What follows belongs to an exercise in optimizing a design on an open flow for a short achievable clock period and few clock cycles; a production flow would make more cautious choices. RTL that was checked went through simulation tests only; none was proved equivalent to the original. Power is estimated from default activity; no workload was simulated.

==> exp/violet: inputs <==
==> flow/design.v (excerpt) <==
module SCPU(
    input clk,
    input rst,
    input [31:0] inst_in,
    input [31:0] Data_in,
    output [3:0] RAM_mask,
    output [31:0] Data_out,
    output [31:0] Addr_out,
    output        MemWrite,
    output [31:0] PC_out
    );
reg  [31:0] PC_o, PC_i, Addr_n;
reg         r0;
wire [31:0] PC = r0 ? 32'b0 : PC_i;
reg         d_valid, d_bp;
reg  [31:0] d_inst, d_pc;
reg  [3:0]  bt_v;
reg  [1:0]  bt_ptr;
reg  [31:2] bt_pc [0:3];
reg  [31:2] bt_tg [0:3];
reg         e_kill;                      
reg  [31:0] e_rs1v, e_rs2v, e_sv, e_kval, e_altpc;    
reg  [4:0]  e_rd;
reg  [1:0]  e_w;
reg         e_we, e_load, e_store, e_lu, e_kn, e_skip1, e_jalr;
reg         e_fa_m, e_fb_m, e_fs_m;
reg         e_fa_mh, e_fb_mh;
reg         s_add, s_sub, s_sll, s_sr, s_sra, s_slt, s_sltu, s_xor, s_or, s_and, s_k;
reg  [3:0]  f_eq, f_ne, f_lt, f_ge, f_ltu, f_geu;    
reg  [31:0] m_res;
reg  [4:0]  m_rd;
reg         m_we, m_load;
reg  [2:0]  m_f3;
reg         m_store;
reg  [31:0] m_sdata;
reg  [3:0]  m_mask;
reg  [31:0] w_val;
reg  [4:0]  w_rd;
reg         w_we;
assign PC_out   = PC_o;
assign Addr_out = ~Addr_n;
assign MemWrite = m_store;
assign Data_out = m_sdata;
assign RAM_mask = m_mask;
reg [31:0] m_ld;
always @(*) begin
    case (m_f3)
        3'd0: case (m_res[1:0])
                2'd0: m_ld = {{24{Data_in[7]}},  Data_in[7:0]};
                2'd1: m_ld = {{24{Data_in[15]}}, Data_in[15:8]};
                2'd2: m_ld = {{24{Data_in[23]}}, Data_in[23:16]};
                default: m_ld = {{24{Data_in[31]}}, Data_in[31:24]};
              endcase
  ...
Settings: LEC_CHECK=0, ABC_CLOCK_PERIOD_IN_PS=4000, CAP_MARGIN=20, CORE_MARGIN=2, CORE_UTILIZATION=60, CTS_CLUSTER_DIAMETER=80, CTS_CLUSTER_SIZE=24, PLACE_DENSITY=0.72, SETUP_SLACK_MARGIN=5, SLEW_MARGIN=20; clock period 15.0 ns.
standard.sh (not shown) runs the stock make flow with config.mk's settings and CLKGATE_MAP_FILE= SYNTH_SCRIPT=/design/flow/synth_recipe.tcl, a recipe that flattens the netlist after the stock synthesis.
==> flow/flow/run.sh <==
#!/bin/bash
# The standard ORFS flow (the standard.sh) with two changes to how the
# layout is optimised:
#  * adders are left to ABC as plain logic instead of the library's half/full
#    adder cells (ADDER_MAP_FILE empty), which gives shallower carry logic;
#    registers, their names and cell types are the same as in the standard
#    synthesis;
#  * timing repair aims for a slack of MARGIN ns beyond the clock period, so
#    the layout is optimised well past what the 15 ns clock needs.
set -euo pipefail
MARGIN=${MARGIN:-11}
bash standard.sh SETUP_SLACK_MARGIN=$MARGIN ADDER_MAP_FILE= finish > flow_make.log 2>&1
==> exp/umber (differences from exp/violet) <==
--- a/flow/design.v
+++ b/flow/design.v
@@ -25,42 +25,39 @@
     output [3:0] RAM_mask,
     output [31:0] Data_out,
     output [31:0] Addr_out,
     output        MemWrite,
     output [31:0] PC_out
     );
-reg  [31:0] PC_o, PC_i, Addr_n;
-reg         r0;
-wire [31:0] PC = r0 ? 32'b0 : PC_i;
+reg  [31:0] PC;
 reg         d_valid, d_bp;
 reg  [31:0] d_inst, d_pc;
 reg  [3:0]  bt_v;
 reg  [1:0]  bt_ptr;
 reg  [31:2] bt_pc [0:3];
 reg  [31:2] bt_tg [0:3];
 reg         e_kill;                      
-reg  [31:0] e_rs1v, e_rs2v, e_sv, e_kval, e_altpc;    
+reg  [31:0] e_rs1v, e_rs2v, e_imm, e_kval, e_altpc;
 reg  [4:0]  e_rd;
 reg  [1:0]  e_w;
-reg         e_we, e_load, e_store, e_lu, e_kn, e_skip1, e_jalr;
-reg         e_fa_m, e_fb_m, e_fs_m;
-reg         e_fa_mh, e_fb_mh;
+reg         e_we, e_load, e_store, e_bimm, e_lu, e_kn, e_skip1, e_jalr;
+reg         e_fa_m, e_fb_m;
 reg         s_add, s_sub, s_sll, s_sr, s_sra, s_slt, s_sltu, s_xor, s_or, s_and, s_k;
 reg  [3:0]  f_eq, f_ne, f_lt, f_ge, f_ltu, f_geu;    
 reg  [31:0] m_res;
 reg  [4:0]  m_rd;
 reg         m_we, m_load;
 reg  [2:0]  m_f3;
 reg         m_store;
 reg  [31:0] m_sdata;
 reg  [3:0]  m_mask;
 reg  [31:0] w_val;
 reg  [4:0]  w_rd;
 reg         w_we;
-assign PC_out   = PC_o;
-assign Addr_out = ~Addr_n;
+assign PC_out   = PC;
+assign Addr_out = m_res;
 assign MemWrite = m_store;
 assign Data_out = m_sdata;
 assign RAM_mask = m_mask;
 reg [31:0] m_ld;
 always @(*) begin
     case (m_f3)
@@ -105,22 +102,19 @@
 wire d_we  = (is_lui | is_auipc | is_jal | is_jalr | is_load | is_alu) & (d_rd != 5'd0);
 wire [31:0] immI = {{20{d_inst[31]}}, d_inst[31:20]};
 wire [31:0] immS = {{20{d_inst[31]}}, d_inst[31:25], d_inst[11:7]};
 wire [31:0] immB = {{19{d_inst[31]}}, d_inst[31], d_inst[7], d_inst[30:25], d_inst[11:8], 1'b0};
 wire [31:0] immU = {d_inst[31:12], 12'b0};
 wire [31:0] immJ = {{11{d_inst[31]}}, d_inst[31], d_inst[19:12], d_inst[20], d_inst[30:21], 1'b0};
-wire [31:0] tgt_b = d_pc + immB;
-wire [31:0] tgt_j = d_pc + immJ;
-wire [31:0] tgt_u = {d_pc[31:12] + d_inst[31:12], d_pc[11:0]};
-wire [31:0] d_tgt = is_jal ? tgt_j : tgt_b;    
+wire [31:0] d_tgt = d_pc + (is_jal ? immJ : is_auipc ? immU : immB);
 wire [31:0] d_pc4 = d_pc + 32'd4;
 wire [31:0] rf1, rf2;
 Regs U1(
     .clk(clk),
-    .Rs1_addr(d_rs1 & {5{d_valid}}),    
-    .Rs2_addr(d_rs2 & {5{d_valid}}),
+    .Rs1_addr(d_rs1),
+    .Rs2_addr(d_rs2),
     .Wt_addr(w_rd),
     .Wt_data(w_val),
     .RegWrite(w_we),
     .Rs1_data(rf1),
     .Rs2_data(rf2)
 );
@@ -150,16 +144,15 @@
         if (bt_v[bi] && bt_pc[bi] == PC[31:2]) begin
             bt_hit = 1'b1;
             bt_tgt = bt_tgt | bt_tg[bi];
         end
 end
 wire [31:0] i_next = bt_hit ? {bt_tgt, 2'b00} : PC + 32'd4;
-wire [31:0] ea = {e_fa_mh ? m_res[31:16] : e_rs1v[31:16], e_fa_m ? m_res[15:0] : e_rs1v[15:0]};
-wire [31:0] eb = {e_fb_mh ? m_res[31:16] : e_rs2v[31:16], e_fb_m ? m_res[15:0] : e_rs2v[15:0]};
-wire [31:0] bop = eb;
-wire [31:0] es = e_fs_m ? m_res : e_sv;      
+wire [31:0] ea = e_fa_m ? m_res : e_rs1v;
+wire [31:0] eb = e_fb_m ? m_res : e_rs2v;
+wire [31:0] bop = e_bimm ? e_imm : eb;
 wire [31:0] sum  = ea + bop;
 wire [31:0] dif  = ea - eb;
 wire        slt  = $signed(ea) < $signed(bop);
 wire        sltu = ea < bop;
 wire [31:0] sll  = ea << bop[4:0];
 wire [32:0] sra_in = {s_sra & ea[31], ea};
@@ -189,36 +182,34 @@
         end
     end
 endgenerate
 wire x_cond = ~e_kill & (|((f_eq & p_eq) | (f_ne & ~p_eq) | (f_lt & p_lt) |
                            (f_ge & ~p_lt) | (f_ltu & p_ltu) | (f_geu & ~p_ltu)));
 wire skip_ok = e_skip1 & d_valid & ~d_bp;
-wire [31:0] jt = sum;
+wire [31:0] jt = ea + e_imm;
 wire x_squash    = x_cond & skip_ok;
 wire x_redirect  = (x_cond & ~skip_ok) | ex_jalr;
 wire id_redirect = id_go & ~x_cond & ~ex_jalr;
-wire [31:0] sdata = (e_w == 2'd0) ? {4{es[7:0]}} :
-                    (e_w == 2'd1) ? {2{es[15:0]}} : es;
+wire [31:0] sdata = (e_w == 2'd0) ? {4{eb[7:0]}} :
+                    (e_w == 2'd1) ? {2{eb[15:0]}} : eb;
 wire [3:0]  smask = (e_w == 2'd0) ? (4'b0001 << sum[1:0]) :
                     (e_w == 2'd1) ? (sum[1] ? 4'b1100 : 4'b0011) : 4'b1111;
 wire [31:0] pc_nc = ex_jalr ? {jt[31:1], 1'b0} :
                     stall   ? PC :
                     id_go   ? id_target : i_next;
 wire        dv_nc = ~ex_jalr & (stall ? d_valid : ~id_go);
 wire [31:0] pc_c  = skip_ok ? i_next : e_altpc;
 wire [31:0] pc_next = x_cond ? pc_c : pc_nc;
 wire [2:0] bf = d_pred ? {d_f3[2:1], ~d_f3[0]} : d_f3;    
 wire       v_in = d_valid & ~stall;
 wire       vb = v_in & is_br;
 wire [3:0] pair = {fa_m & fb_m, fa_m & ~fb_m, ~fa_m & fb_m, ~fa_m & ~fb_m};
-wire       d_bimm = ~(is_op | is_br);
 wire       alu_add = (is_alu & d_f3 == 3'd0 & ~(is_op & d_inst[30])) | is_load | is_store;
 always @(posedge clk or posedge rst) begin
     if (rst) begin
-        PC_o    <= 32'b0;
-        r0      <= 1'b1;
+        PC      <= 32'b0;
         d_valid <= 1'b0;
         bt_v    <= 4'b0;
         bt_ptr  <= 2'b0;
         e_kill  <= 1'b0;
         e_we    <= 1'b0;
         e_load  <= 1'b0;
@@ -231,15 +222,14 @@
         f_ltu   <= 4'b0;
         f_geu   <= 4'b0;
         m_store <= 1'b0;
         m_we    <= 1'b0;
         w_we    <= 1'b0;
     end else begin
-        PC_o    <= pc_next;
-        r0      <= 1'b0;
-        if (bt_ins) begin
+        PC      <= pc_next;
+        if (bt_ins & ~x_cond & ~ex_jalr) begin
             bt_v[bt_ptr] <= 1'b1;
             bt_ptr <= bt_ptr + 2'd1;
         end
         d_valid <= x_cond ? skip_ok : dv_nc;
         e_kill  <= x_cond | ex_jalr;
         e_we    <= v_in & d_we;
@@ -255,35 +245,32 @@
         m_we    <= ex_we;
         m_store <= ex_store;
         w_we    <= m_we;
     end
 end
 always @(posedge clk) begin
-    PC_i    <= pc_next;
     if (!stall) begin
         d_inst <= inst_in;
         d_pc   <= PC;
         d_bp   <= bt_hit;
     end
     if (bt_ins) begin
         bt_pc[bt_ptr] <= d_pc[31:2];
         bt_tg[bt_ptr] <= d_tgt[31:2];
     end
     e_rs1v  <= d_rs1v;
-    e_rs2v  <= d_bimm ? (is_store ? immS : immI) : d_rs2v;
-    e_sv    <= d_rs2v;
-    e_kval  <= is_lui ? immU : is_auipc ? tgt_u : d_pc4;
-    e_altpc <= (is_br & ~d_inst[31]) ? tgt_b : d_pc4;
+    e_rs2v  <= d_rs2v;
+    e_imm   <= is_store ? immS : immI;
+    e_kval  <= is_lui ? immU : is_auipc ? d_tgt : d_pc4;
+    e_altpc <= (is_br & ~d_inst[31]) ? d_tgt : d_pc4;
     e_rd    <= d_rd;
     e_w     <= d_f3[1:0];
     e_lu    <= d_f3[2];
+    e_bimm  <= ~(is_op | is_br);
     e_fa_m  <= fa_m;
-    e_fb_m  <= fb_m & ~d_bimm;
-    e_fa_mh <= fa_m & (is_alu | is_load | is_store | is_jalr);
-    e_fb_mh <= fb_m & is_op;
-    e_fs_m  <= fb_m;
+    e_fb_m  <= fb_m;
     s_add   <= alu_add;
     s_sub   <= is_op & d_f3 == 3'd0 & d_inst[30];
     s_sll   <= is_alu & d_f3 == 3'd1;
     s_slt   <= is_alu & d_f3 == 3'd2;
     s_sltu  <= is_alu & d_f3 == 3'd3;
     s_xor   <= is_alu & d_f3 == 3'd4;
@@ -292,13 +279,12 @@
     s_or    <= is_alu & d_f3 == 3'd6;
     s_and   <= is_alu & d_f3 == 3'd7;
     s_k     <= is_lui | is_auipc | is_jal | is_jalr;
     e_kn    <= is_lui | is_auipc | is_jal | is_jalr;
     e_skip1 <= is_br & (immB == 32'd8);
     m_res   <= alu;
-    Addr_n  <= ~alu;
     m_rd    <= e_rd;
     m_load  <= e_load;
     m_f3    <= {e_lu, e_w};
     m_sdata <= sdata;
     m_mask  <= smask;
     w_val   <= m_load ? m_ld : m_res;
==> flow/flow/run.sh (replaced) <==
#!/bin/bash
# Standard ORFS flow, with two changes to how it optimises timing:
#  * adders are left to ABC as plain logic instead of the library's half/full
#    adder cells (ADDER_MAP_FILE empty), which gives shallower carry logic;
#  * timing repair aims for slack MARGIN ns beyond the clock period.
set -euo pipefail
MARGIN=${MARGIN:-11}
bash standard.sh SETUP_SLACK_MARGIN=$MARGIN ADDER_MAP_FILE= finish > flow_make.log 2>&1
- CTS_CLUSTER_DIAMETER: 80 -> default
- CTS_CLUSTER_SIZE: 24 -> default
==> exp/xenon (differences from exp/violet) <==
--- a/flow/design.v
+++ b/flow/design.v
@@ -40,13 +40,12 @@
 reg         e_kill;                      
 reg  [31:0] e_rs1v, e_rs2v, e_sv, e_kval, e_altpc;    
 reg  [4:0]  e_rd;
 reg  [1:0]  e_w;
 reg         e_we, e_load, e_store, e_lu, e_kn, e_skip1, e_jalr;
 reg         e_fa_m, e_fb_m, e_fs_m;
-reg         e_fa_mh, e_fb_mh;
 reg         s_add, s_sub, s_sll, s_sr, s_sra, s_slt, s_sltu, s_xor, s_or, s_and, s_k;
 reg  [3:0]  f_eq, f_ne, f_lt, f_ge, f_ltu, f_geu;    
 reg  [31:0] m_res;
 reg  [4:0]  m_rd;
 reg         m_we, m_load;
 reg  [2:0]  m_f3;
@@ -150,14 +149,14 @@
         if (bt_v[bi] && bt_pc[bi] == PC[31:2]) begin
             bt_hit = 1'b1;
             bt_tgt = bt_tgt | bt_tg[bi];
         end
 end
 wire [31:0] i_next = bt_hit ? {bt_tgt, 2'b00} : PC + 32'd4;
-wire [31:0] ea = {e_fa_mh ? m_res[31:16] : e_rs1v[31:16], e_fa_m ? m_res[15:0] : e_rs1v[15:0]};
-wire [31:0] eb = {e_fb_mh ? m_res[31:16] : e_rs2v[31:16], e_fb_m ? m_res[15:0] : e_rs2v[15:0]};
+wire [31:0] ea = e_fa_m ? m_res : e_rs1v;
+wire [31:0] eb = e_fb_m ? m_res : e_rs2v;
 wire [31:0] bop = eb;
 wire [31:0] es = e_fs_m ? m_res : e_sv;      
 wire [31:0] sum  = ea + bop;
 wire [31:0] dif  = ea - eb;
 wire        slt  = $signed(ea) < $signed(bop);
 wire        sltu = ea < bop;
@@ -275,14 +274,12 @@
     e_altpc <= (is_br & ~d_inst[31]) ? tgt_b : d_pc4;
     e_rd    <= d_rd;
     e_w     <= d_f3[1:0];
     e_lu    <= d_f3[2];
     e_fa_m  <= fa_m;
     e_fb_m  <= fb_m & ~d_bimm;
-    e_fa_mh <= fa_m & (is_alu | is_load | is_store | is_jalr);
-    e_fb_mh <= fb_m & is_op;
     e_fs_m  <= fb_m;
     s_add   <= alu_add;
     s_sub   <= is_op & d_f3 == 3'd0 & d_inst[30];
     s_sll   <= is_alu & d_f3 == 3'd1;
     s_slt   <= is_alu & d_f3 == 3'd2;
     s_sltu  <= is_alu & d_f3 == 3'd3;
==> notes <==
exp/umber completed with no timing, DRC or antenna violations. exp/violet finished but fails on capacitance limit, slew limit. exp/xenon produced a clean layout. Flip-flop and latch count: exp/umber < exp/xenon < exp/violet. Cell area: exp/xenon > exp/violet > exp/umber. In combinational power, exp/xenon is at 2.6 times the value of exp/violet. Maximum frequency: exp/xenon > exp/umber > exp/violet. The lowest cell count belongs to exp/umber, the highest to exp/violet. Global-route usage: exp/xenon > exp/umber > exp/violet. Synthesized area: exp/xenon > exp/violet > exp/umber. Critical path depth: exp/umber < exp/violet < exp/xenon. The highest wire length belongs to exp/xenon, the lowest to exp/umber. Power: exp/xenon > exp/umber > exp/violet.
==> figures <==
item	exp/umber	exp/violet	exp/xenon
Global routing usage on met2	71.8%	70.1%	71.7%
Top fanout value on the critical path	2	6	65
Total buffers and inverters traversed by the critical path	1	4	6
Routed vias	73.8k	86.4k	87.7k
Post-CTS repair timing setup buffer count	246	282	327
Non-clock buffer count	781	894	889
Layout sequential cell count	1649	1727	1725
Top cell type's share of synthesized area	43.1%	41.5%	41.5%
Result of the run	complete, no violations	complete, but fails checks	complete, no violations
Violated checks	-	capacitance limit, slew limit	-
Maximum vdd ir drop	0.000160 V	0.000133 V	0.000135 V
Proportion of power drawn by flip-flops and latches	39.6%	47.7%	36.7%
Nets	7749	9667	9558
Switching power as a share of total power	36.3%	34.0%	43.3%
Routability congestion estimate	1.04	1.07	1.09
FILL cells	9645	11.1k	10.9k
Logic power comb	4.96 mW	3.04 mW	7.78 mW
Compound-Gate Fraction of Synth Area	12.0%	18.0%	18.3%
Final Non-Filler Cells	9848	11.7k	11.6k
Synthesized area	90200 sq um	93800 sq um	93800 sq um
Slack of the critical path	10.47 ns	10.31 ns	10.52 ns
Pin count of the biggest net entering global routing	151	80	142
Area of the die	153000 sq um	159000 sq um	159000 sq um
Testbench counts of exp/xenon, summed over its fixed seeds: cycles 60,095.
Only the layout flow was run in exp/violet and exp/umber; the RTL was not checked for function there.

==> what the ideal ports hide <==
The flow's constraints put no driver on any port. The routed layouts listed below were extracted and timed again, unchanged, in two steps. Step 1 assumes that a clkbuf_16 drives the clock port and a buf_2 every other input. Step 2 also shifts input and output timing later by t, the mid clock arrival at the registers, as if the neighbouring blocks saw the same clock. a / b / c = ideal ports / drivers / drivers and shift; a / b = the first two.
| run | t, ns | slack for setup (ns) | worst setup path after step 2 |
|---|---|---|---|
| exp/violet | 0.856 | 10.313 / 10.313 / 9.764 | input to register |
| exp/umber | 0.922 | 10.471 / 10.380 / 10.119 | input to register |
| exp/xenon | 0.879 | 10.523 / 10.523 / 9.911 | input to register |
The setup slack of exp/xenon, which loses most, moves by 0.000 ns with the drivers and by -0.612 ns with both steps.
